Context: an optimization exercise on an open-source flow, tuned for small area. The choices shown serve that exercise and are no tape-out recipe. Where RTL was checked, it was by simulation tests only, not by an equivalence proof against the original. Power and IR drop assume default switching activity.

## alu_regs
module alu_regs(
    input  wire        clk,
    input  wire [63:0] op1,
    input  wire [63:0] op2,
    input  wire [3:0]  alu_ctrl,
    output reg  [63:0] result,
    output reg         zero
);
Size: roughly 200 I/O pins, roughly 16,000 um2 of cells after synthesis.
==> module base_alu, before the edit <==
module base_alu(
    input  wire [63:0] op1, op2,
    input  wire [3:0]  alu_ctrl,
    output wire [63:0] result
);
    wire c0 = alu_ctrl == 4'd0;    
    wire c1 = alu_ctrl == 4'd1;    
    wire c2 = alu_ctrl == 4'd2;    
    wire c3 = alu_ctrl == 4'd3;    
    wire c4 = alu_ctrl == 4'd4;    
    wire c5 = alu_ctrl == 4'd5;    
    wire c6 = alu_ctrl == 4'd6;    
    wire c7 = alu_ctrl == 4'd7;    
    wire c8 = alu_ctrl == 4'd8;    
    wire c9 = alu_ctrl == 4'd9;    
    wire c10 = alu_ctrl == 4'd10;  
    wire sub = c1 | c6 | c7;
    wire [63:0] bx = op2 ^ {64{sub}};
    wire [63:0] p = op1 ^ bx;
    wire [63:0] g = op1 & bx;
    localparam K = 8;
    wire [64:0] c;
    wire [63:0] gl, pl;
    wire [64/K:0] cb;
    assign cb[0] = sub;
    genvar i;
    generate
        for (i = 0; i < 64; i = i + 1) begin : g_carry
            if (i % K == 0) begin : g_first
                assign gl[i] = g[i];
                assign pl[i] = p[i];
            end else begin : g_next
                assign gl[i] = g[i] | (p[i] & gl[i-1]);
                assign pl[i] = p[i] & pl[i-1];
            end
            assign c[i+1] = gl[i] | (pl[i] & cb[i/K]);
            if (i % K == K - 1) begin : g_blk
                assign cb[i/K+1] = c[i+1];
            end
        end
    endgenerate
    assign c[0] = sub;
    wire [63:0] sum = p ^ c[63:0];
    wire ltu = ~c[64];
    wire lts = (op1[63] ^ op2[63]) ? op1[63] : ltu;
    wire [63:0] rin;
    generate
        for (i = 0; i < 64; i = i + 1) begin : g_rev
            assign rin[i] = c8 ? op1[63-i] : op1[i];
        end
    endgenerate
    wire fill = c10 & op1[63];
    wire [63:0] sr = $signed({fill, rin}) >>> op2[5:0];
    wire [63:0] sl;
    generate
        for (i = 0; i < 64; i = i + 1) begin : g_rev2
            assign sl[i] = sr[63-i];
        end
    endgenerate
    assign result = ({64{c0 | c1}} & sum)
                  | ({64{c2 | c3}} & (op1 & op2))
                  | ({64{c3 | c4}} & (op1 ^ op2))
                  | ({64{c5}} & ~op1)
                  | {63'd0, (c6 & lts) | (c7 & ltu)}
                  | ({64{c8}} & sl)
                  | ({64{c9 | c10}} & sr);
endmodule
clock: 6.0 ns
lec_check: 0
abc_area: 1
cap_margin: 20
core_margin: 2
core_utilization: 40
setup_slack_margin: 0.05
slew_margin: 20
run.sh (not shown) runs the stock make flow with config.mk's settings and CLKGATE_MAP_FILE= SYNTH_SCRIPT=/design/flow/synth_recipe.tcl, a recipe that flattens the netlist after the stock synthesis.
==> next run, changes <==
--- a/flow/design.v
+++ b/flow/design.v
@@ -43,9 +43,10 @@
     wire c9 = alu_ctrl == 4'd9;    
     wire c10 = alu_ctrl == 4'd10;  
     wire sub = c1 | c6 | c7;
-    wire [63:0] bx = op2 ^ {64{sub}};
+    wire arith = c0 | c1 | c6 | c7;
+    wire [63:0] bx = (op2 ^ {64{sub}}) | {64{c5}};
     wire [63:0] p = op1 ^ bx;
-    wire [63:0] g = op1 & bx;
+    wire [63:0] g = op1 & bx & {64{arith}};
     localparam K = 8;
     wire [64:0] c;
     wire [63:0] gl, pl;
@@ -74,7 +75,7 @@
     wire [63:0] rin;
     generate
         for (i = 0; i < 64; i = i + 1) begin : g_rev
-            assign rin[i] = c8 ? op1[63-i] : op1[i];
+            assign rin[i] = (c8 & op1[63-i]) | ((c9 | c10) & op1[i]);
         end
     endgenerate
     wire fill = c10 & op1[63];
@@ -85,10 +86,10 @@
             assign sl[i] = sr[63-i];
         end
     endgenerate
-    assign result = ({64{c0 | c1}} & sum)
-                  | ({64{c2 | c3}} & (op1 & op2))
-                  | ({64{c3 | c4}} & (op1 ^ op2))
-                  | ({64{c5}} & ~op1)
+    wire [63:0] ab = op1 & op2;
+    assign result = ({64{c0 | c1 | c4 | c5}} & sum)
+                  | ({64{c2 | c3}} & ab)
+                  | ({64{c3}} & p)
                   | {63'd0, (c6 & lts) | (c7 & ltu)}
                   | ({64{c8}} & sl)
                   | ({64{c9 | c10}} & sr);
Cell area drops by roughly a tenth; final cell count came out lower by roughly a tenth; worst setup slack is better by 340 ps; combinational power is lower by a quarter to a third; global-route usage falls by 5.2 points; area after synthesis fell by a little under a tenth; count of clock-buffer cells in the layout came out lower by 1; critical path depth climbs by 4; clock power drops by a few percent; non-clock buffer count goes down by 54; routed wire length goes down by about a fifth.
Function not checked in the first run of this note: the RTL went through the layout flow alone.

-- re-timing with driven ports --
The results above use ideal ports. As a check the final layouts listed here were re-extracted and re-timed, cells and wires unchanged. Step 1: set_driving_cell puts a clkbuf_16 on clk and a buf_2 on each other input, an assumption about the parent block. Step 2 times the ports against the registers' clock, not the clock port: input delays grow and output delays shrink by t, the midpoint of the rising clock arrivals with the driver on. Slacks: ideal / step 1 / step 2; pairs: ideal / step 1.
| run | shift t [ns] | setup slack, ns | worst setup path after step 2 | worst register clock-pin slew, ns |
|---|---|---|---|---|
| the first run | 0.556 | 0.280 / 0.280 / 0.280 | register to register | 0.09 / 0.09 |
| the second run | 0.520 | 0.621 / 0.621 / 0.621 | register to register | 0.08 / 0.08 |
After both steps every run listed still meets setup and hold.
